Background: an optimization exercise with open tools, aiming at small area. Do not read the settings as production practice. Only simulation tests tie the RTL to the original design; equivalence was not proved. The flow treats the clock pin as an ideal source, which a real chip does not have.

== run 1 ==
Design top, start of the top module:
module top (input clk,
			input clr,
			input[7:0] sram_data_in,
			input[7:0] rom_data,
			output sram_we,
			output[18:0] sram_addr,
			output[7:0] sram_data_out,
			output rom_oe,
			output rom_ce,
			output[17:0] rom_addr,
			output EN,
			output LED,
			output sram_oe,
			output sram_ce,
			output sram_NC,
			output rom_pgm,
			output audio_stop,
			output audio_gain,
			output audio_NC,
			output audio_data,
			input[7:0] buttons
			);
==> flow/config.mk <==
export PLATFORM = sky130hd
export DESIGN_NAME = top
export DESIGN_NICKNAME = top
export VERILOG_FILES = /design/flow/design.v
export SDC_FILE = /design/flow/constraint.sdc
export NUM_CORES = 4
export LEC_CHECK = 0
export CAP_MARGIN = 20
export CORE_MARGIN = 2
export CORE_UTILIZATION = 60
export GPL_TIMING_DRIVEN = 0
export PLACE_DENSITY = 0.75
export SLEW_MARGIN = 20
==> flow/constraint.sdc <==
create_clock -name core_clock -period 10.0 [get_ports {clk}]
set_input_delay 2.0000 -clock core_clock [delete_from_list [all_inputs] [get_ports {clk}]]
set_output_delay 2.0000 -clock core_clock [all_outputs]
set_load 0.01 [all_outputs]
standard.sh (not shown) runs the stock make flow with config.mk's settings and CLKGATE_MAP_FILE= SYNTH_SCRIPT=/design/flow/synth_recipe.tcl, a recipe that flattens the netlist after the stock synthesis.
==> flow/flow/run.sh <==
#!/bin/bash
# Own layout flow: the standard flow (standard.sh, ORFS) with these changes:
#  - synthesis maps the logic with an area-oriented ABC script (flow/area.abc)
#    and leaves adders to ABC instead of extracting half/full adder cells;
#    registers, their names and cell types are the standard synthesis's
#    (ABC maps only combinational logic); no pass-through output buffers;
#  - port buffers are buf_1 cells, and repair buffers the smaller sizes
#    (flow/small_bufs.tcl);
#  - clock tree synthesis uses clkbuf_8 cells on clusters of at most 18
#    flip-flops, and no dummy loads;
#  - after clock tree synthesis, cells off the critical paths are downsized
#    (flow/recover.tcl).
# make's output goes to flow.log here; ORFS keeps each step's log under orfs/logs.
set -euo pipefail
W=$PWD
{
	echo "proc abc {args} { set i [lsearch \$args -script]; lset args [expr {\$i + 1}] $W/flow/area.abc; yosys abc {*}\$args }"
	cat synth_recipe.tcl
} > my_synth.tcl
CTS="-sink_clustering_enable -repair_clock_nets -dont_use_dummy_load -buf_list sky130_fd_sc_hd__clkbuf_8 -tree_buf sky130_fd_sc_hd__clkbuf_4 -root_buf sky130_fd_sc_hd__clkbuf_4 -sink_clustering_size 18 -sink_clustering_max_diameter 60"
sed -e "s#SYNTH_SCRIPT=[^ ]*#SYNTH_SCRIPT=$W/my_synth.tcl ADDER_MAP_FILE= SYNTH_INSBUF=0 'CTS_ARGS=$CTS' 'BUFFER_PORTS_ARGS=-buffer_cell sky130_fd_sc_hd__buf_1' PRE_FLOORPLAN_TCL=$W/flow/small_bufs.tcl PRE_GLOBAL_PLACE_TCL=$W/flow/small_bufs.tcl PRE_RESIZE_TCL=$W/flow/small_bufs.tcl PRE_CTS_TCL=$W/flow/small_bufs.tcl PRE_GLOBAL_ROUTE_TCL=$W/flow/small_bufs.tcl POST_CTS_TCL=$W/flow/recover.tcl#" standard.sh > my_standard.sh
grep -q "my_synth.tcl ADDER_MAP_FILE=" my_standard.sh
bash my_standard.sh finish > flow.log 2>&1
test -s out/final.def
==> flow/flow/area.abc <==
strash
&get -n
&deepsyn -T 30
&put
dch -f
amap
mfs2
strash
dch -f
amap
topo
==> flow/flow/recover.tcl <==
# Downsize cells off the critical paths, then legalize again.
estimate_parasitics -placement
repair_timing -recover_power 100
detailed_placement
check_placement -verbose
==> flow/flow/small_bufs.tcl <==
# Repair buffers: the smaller sizes only.
set_dont_use {sky130_fd_sc_hd__buf_4 sky130_fd_sc_hd__buf_6 sky130_fd_sc_hd__buf_8 sky130_fd_sc_hd__buf_12 sky130_fd_sc_hd__buf_16 sky130_fd_sc_hd__bufbuf_8 sky130_fd_sc_hd__bufbuf_16}
Run 1 completed; timing, DRC and antenna clean
> inputs changed (run 1 -> run 2)
- a deleted GPL_TIMING_DRIVEN that had been 0
==> flow/flow/run.sh <==
#!/bin/bash
# Own layout flow: the standard flow (standard.sh, ORFS), with these changes:
#  - synthesis maps the logic with an area-oriented ABC script (flow/area.abc)
#    and leaves adders to ABC instead of extracting half/full adder cells;
#    registers, their names and cell types are the standard synthesis's
#    (ABC maps only combinational logic);
#  - port buffers are buf_1 cells;
#  - clock tree synthesis uses small clock buffers and no dummy loads.
# Each tool's output goes to flow.log here and to ORFS's own logs under orfs/logs.
set -euo pipefail
W=$PWD
{
	echo "proc abc {args} { set i [lsearch \$args -script]; lset args [expr {\$i + 1}] $W/flow/area.abc; yosys abc {*}\$args }"
	cat synth_recipe.tcl
} > my_synth.tcl
CTS="-sink_clustering_enable -repair_clock_nets -dont_use_dummy_load -buf_list sky130_fd_sc_hd__clkbuf_16 -sink_clustering_size 36 -sink_clustering_max_diameter 80"
sed -e "s#SYNTH_SCRIPT=[^ ]*#SYNTH_SCRIPT=$W/my_synth.tcl ADDER_MAP_FILE= 'CTS_ARGS=$CTS' 'BUFFER_PORTS_ARGS=-buffer_cell sky130_fd_sc_hd__buf_1'#" standard.sh > my_standard.sh
grep -q "my_synth.tcl ADDER_MAP_FILE=" my_standard.sh
bash my_standard.sh finish > flow.log 2>&1
test -s out/final.def
==> flow/flow/area.abc <==
strash
dc2
dch -f
amap
mfs2
strash
dc2
dch -f
amap
mfs2
strash
dch -f
amap
topo
removed: flow/flow/recover.tcl
removed: flow/flow/small_bufs.tcl
Notes after the runs:
Run 2 finished every stage and its layout cleared the timing, DRC and antenna checks.
Relative to run 1, setup slack increased by 0.053 ns in run 2.
Run 1 → run 2: layout multi-input combinational cell count now larger; global routing met3 resource utilization increased 0.83 points; area of placed instances saw an increase.
Between run 2 and run 1, the die area is lower for run 1.
Setup changes, run 2 to run 3
- GPL_TIMING_DRIVEN now 0, previously not set
- CORE_UTILIZATION now 65, was 60
- PLACE_DENSITY now 0.8, was 0.75
-- flow/flow/run.sh --
<<< run 2, line 14
	cat synth_recipe.tcl
} > my_synth.tcl
CTS="-sink_clustering_enable -repair_clock_nets -dont_use_dummy_load -buf_list sky130_fd_sc_hd__clkbuf_16 -sink_clustering_size 36 -sink_clustering_max_diameter 80"
sed -e "s#SYNTH_SCRIPT=[^ ]*#SYNTH_SCRIPT=$W/my_synth.tcl ADDER_MAP_FILE= 'CTS_ARGS=$CTS' 'BUFFER_PORTS_ARGS=-buffer_cell sky130_fd_sc_hd__buf_1'#" standard.sh > my_standard.sh
grep -q "my_synth.tcl ADDER_MAP_FILE=" my_standard.sh
bash my_standard.sh finish > flow.log 2>&1
>>> run 3, line 14
	cat synth_recipe.tcl
} > my_synth.tcl
CTS="-sink_clustering_enable -repair_clock_nets -dont_use_dummy_load -buf_list sky130_fd_sc_hd__clkbuf_8 -sink_clustering_size 18 -sink_clustering_max_diameter 60"
sed -e "s#SYNTH_SCRIPT=[^ ]*#SYNTH_SCRIPT=$W/my_synth.tcl ADDER_MAP_FILE= 'CTS_ARGS=$CTS' 'BUFFER_PORTS_ARGS=-buffer_cell sky130_fd_sc_hd__buf_1' PRE_FLOORPLAN_TCL=$W/flow/small_bufs.tcl PRE_GLOBAL_PLACE_TCL=$W/flow/small_bufs.tcl PRE_RESIZE_TCL=$W/flow/small_bufs.tcl PRE_CTS_TCL=$W/flow/small_bufs.tcl PRE_GLOBAL_ROUTE_TCL=$W/flow/small_bufs.tcl#" standard.sh > my_standard.sh
grep -q "my_synth.tcl ADDER_MAP_FILE=" my_standard.sh
bash my_standard.sh finish > flow.log 2>&1
==> flow/flow/area.abc <==
strash
&get -n
&deepsyn -T 30
&put
dch -f
amap
mfs2
strash
dch -f
amap
topo
==> flow/flow/small_bufs.tcl (new file) <==
# Repair buffers: the smaller sizes only.
set_dont_use {sky130_fd_sc_hd__buf_4 sky130_fd_sc_hd__buf_6 sky130_fd_sc_hd__buf_8 sky130_fd_sc_hd__buf_12 sky130_fd_sc_hd__buf_16 sky130_fd_sc_hd__bufbuf_8 sky130_fd_sc_hd__bufbuf_16}
Findings:
- Per the comparison of run 3 with run 2, routed wire length has increased; area of all placed cells without fillers has decreased.
- Looking at cell count, run 3 sits below run 2.
- Relative to run 2, sequential share of layout area has gone up in run 3.
- Between run 3 and run 2, it is run 3 whose net count of the finished layout is lower, by 41.
The following lists how run 4 was set up differently from run 3:
- PLACE_DENSITY changed from 0.8 to 0.75
- CORE_UTILIZATION changed from 65 to 60
==> flow/flow/run.sh <==
#!/bin/bash
# Own layout flow: the standard flow (standard.sh, ORFS) with these changes:
#  - synthesis maps the logic with an area-oriented ABC script (flow/area.abc)
#    and leaves adders to ABC instead of extracting half/full adder cells;
#    registers, their names and cell types are the standard synthesis's
#    (ABC maps only combinational logic); no pass-through output buffers;
#  - port buffers are buf_1 cells, and repair buffers the smaller sizes
#    (flow/small_bufs.tcl);
#  - clock tree synthesis uses clkbuf_8 cells on clusters of at most 18
#    flip-flops, and no dummy loads;
#  - after clock tree synthesis, cells off the critical paths are downsized
#    (flow/recover.tcl).
# make's output goes to flow.log here; ORFS keeps each step's log under orfs/logs.
set -euo pipefail
W=$PWD
{
	echo "proc abc {args} { set i [lsearch \$args -script]; lset args [expr {\$i + 1}] $W/flow/area.abc; yosys abc {*}\$args }"
	cat synth_recipe.tcl
} > my_synth.tcl
CTS="-sink_clustering_enable -repair_clock_nets -dont_use_dummy_load -buf_list sky130_fd_sc_hd__clkbuf_8 -sink_clustering_size 18 -sink_clustering_max_diameter 80"
sed -e "s#SYNTH_SCRIPT=[^ ]*#SYNTH_SCRIPT=$W/my_synth.tcl ADDER_MAP_FILE= SYNTH_INSBUF=0 'CTS_ARGS=$CTS' 'BUFFER_PORTS_ARGS=-buffer_cell sky130_fd_sc_hd__buf_1' PRE_FLOORPLAN_TCL=$W/flow/small_bufs.tcl PRE_GLOBAL_PLACE_TCL=$W/flow/small_bufs.tcl PRE_RESIZE_TCL=$W/flow/small_bufs.tcl PRE_CTS_TCL=$W/flow/small_bufs.tcl PRE_GLOBAL_ROUTE_TCL=$W/flow/small_bufs.tcl POST_CTS_TCL=$W/flow/recover.tcl#" standard.sh > my_standard.sh
grep -q "my_synth.tcl ADDER_MAP_FILE=" my_standard.sh
bash my_standard.sh finish > flow.log 2>&1
test -s out/final.def
==> flow/flow/recover.tcl (new file) <==
# Downsize cells off the critical paths, then legalize again.
estimate_parasitics -placement
repair_timing -recover_power 100
detailed_placement
check_placement -verbose
==> notes.md <==
- Across run 4 and run 3, none had a timing, DRC or antenna violation.
- For run 4, the first element of the critical path was rom_data[0], unlike run 3, where it was _Core.OPCODE[0].
- Run 4 vs run 3, core utilization went down by 6.8 points.
- Run 4 against run 3: via count fell 643; die area rose 7.8%; reg-to-reg setup timing slack rose 0.07 ns; layout overhead on the synthesized area fell 0.59 points.
Setup changes, run 4 to run 5
==> flow/flow/run.sh <==
#!/bin/bash
# Own layout flow: the standard flow (standard.sh, ORFS), with these changes:
#  - synthesis maps the logic with an area-oriented ABC script (flow/area.abc)
#    and leaves adders to ABC instead of extracting half/full adder cells;
#    registers, their names and cell types are the standard synthesis's
#    (ABC maps only combinational logic);
#  - port buffers are buf_1 cells;
#  - clock tree synthesis uses small clock buffers and no dummy loads.
# Each tool's output goes to flow.log here and to ORFS's own logs under orfs/logs.
set -euo pipefail
W=$PWD
{
	echo "proc abc {args} { set i [lsearch \$args -script]; lset args [expr {\$i + 1}] $W/flow/area.abc; yosys abc {*}\$args }"
	cat synth_recipe.tcl
} > my_synth.tcl
CTS="-sink_clustering_enable -repair_clock_nets -dont_use_dummy_load -buf_list sky130_fd_sc_hd__clkbuf_8 -sink_clustering_size 20 -sink_clustering_max_diameter 40"
sed -e "s#SYNTH_SCRIPT=[^ ]*#SYNTH_SCRIPT=$W/my_synth.tcl ADDER_MAP_FILE= SYNTH_INSBUF=0 'CTS_ARGS=$CTS' 'BUFFER_PORTS_ARGS=-buffer_cell sky130_fd_sc_hd__buf_1' PRE_FLOORPLAN_TCL=$W/flow/small_bufs.tcl PRE_GLOBAL_PLACE_TCL=$W/flow/small_bufs.tcl PRE_RESIZE_TCL=$W/flow/small_bufs.tcl PRE_CTS_TCL=$W/flow/small_bufs.tcl PRE_GLOBAL_ROUTE_TCL=$W/flow/small_bufs.tcl#" standard.sh > my_standard.sh
grep -q "my_synth.tcl ADDER_MAP_FILE=" my_standard.sh
bash my_standard.sh finish > flow.log 2>&1
test -s out/final.def
removed: flow/flow/recover.tcl
### Flow results
Run 5 reached the final stage; the timing, DRC and antenna checks on its layout passed. Run 5 ends up with higher critical path depth than run 4 does. On met3 demand-to-capacity share in global routing: between run 5 and run 4, it ends up lower for run 4. Compared with run 4, number of buffers outside the clock class in the layout in run 5 decreased by a few percent.

==> port drivers added, routing unchanged <==
Ports are ideal in the flow. The routed layouts listed here were re-timed in OpenROAD.
Step 1 sets driving cells, clkbuf_16 on the clock port and buf_2 on the other inputs (assumed; they add their load-dependent delay and slew).
Step 2 times the ports against the registers' clock, not the clock port: input delays grow and output delays shrink by t, the midpoint of the rising clock arrivals with the driver on.
a / b / c = ideal / step 1 / step 2; a / b = the first two.
run	t (ns)	setup slack, ns	clock arrival spread, ns
run 1	0.728	0.697 / 0.697 / 0.018	0.153 / 0.154
run 2	0.590	0.750 / 0.761 / 0.172	0.085 / 0.085
run 3	0.591	0.518 / 0.501 / -0.090	0.093 / 0.093
run 4	0.654	0.581 / 0.563 / -0.091	0.084 / 0.084
run 5	0.634	0.654 / 0.654 / 0.082	0.092 / 0.092
With both steps, setup timing fails in run 3 and run 4, where it was met with ideal ports. The setup slack of run 1, which loses most, moves by 0.000 ns with the drivers and by -0.679 ns with both steps.
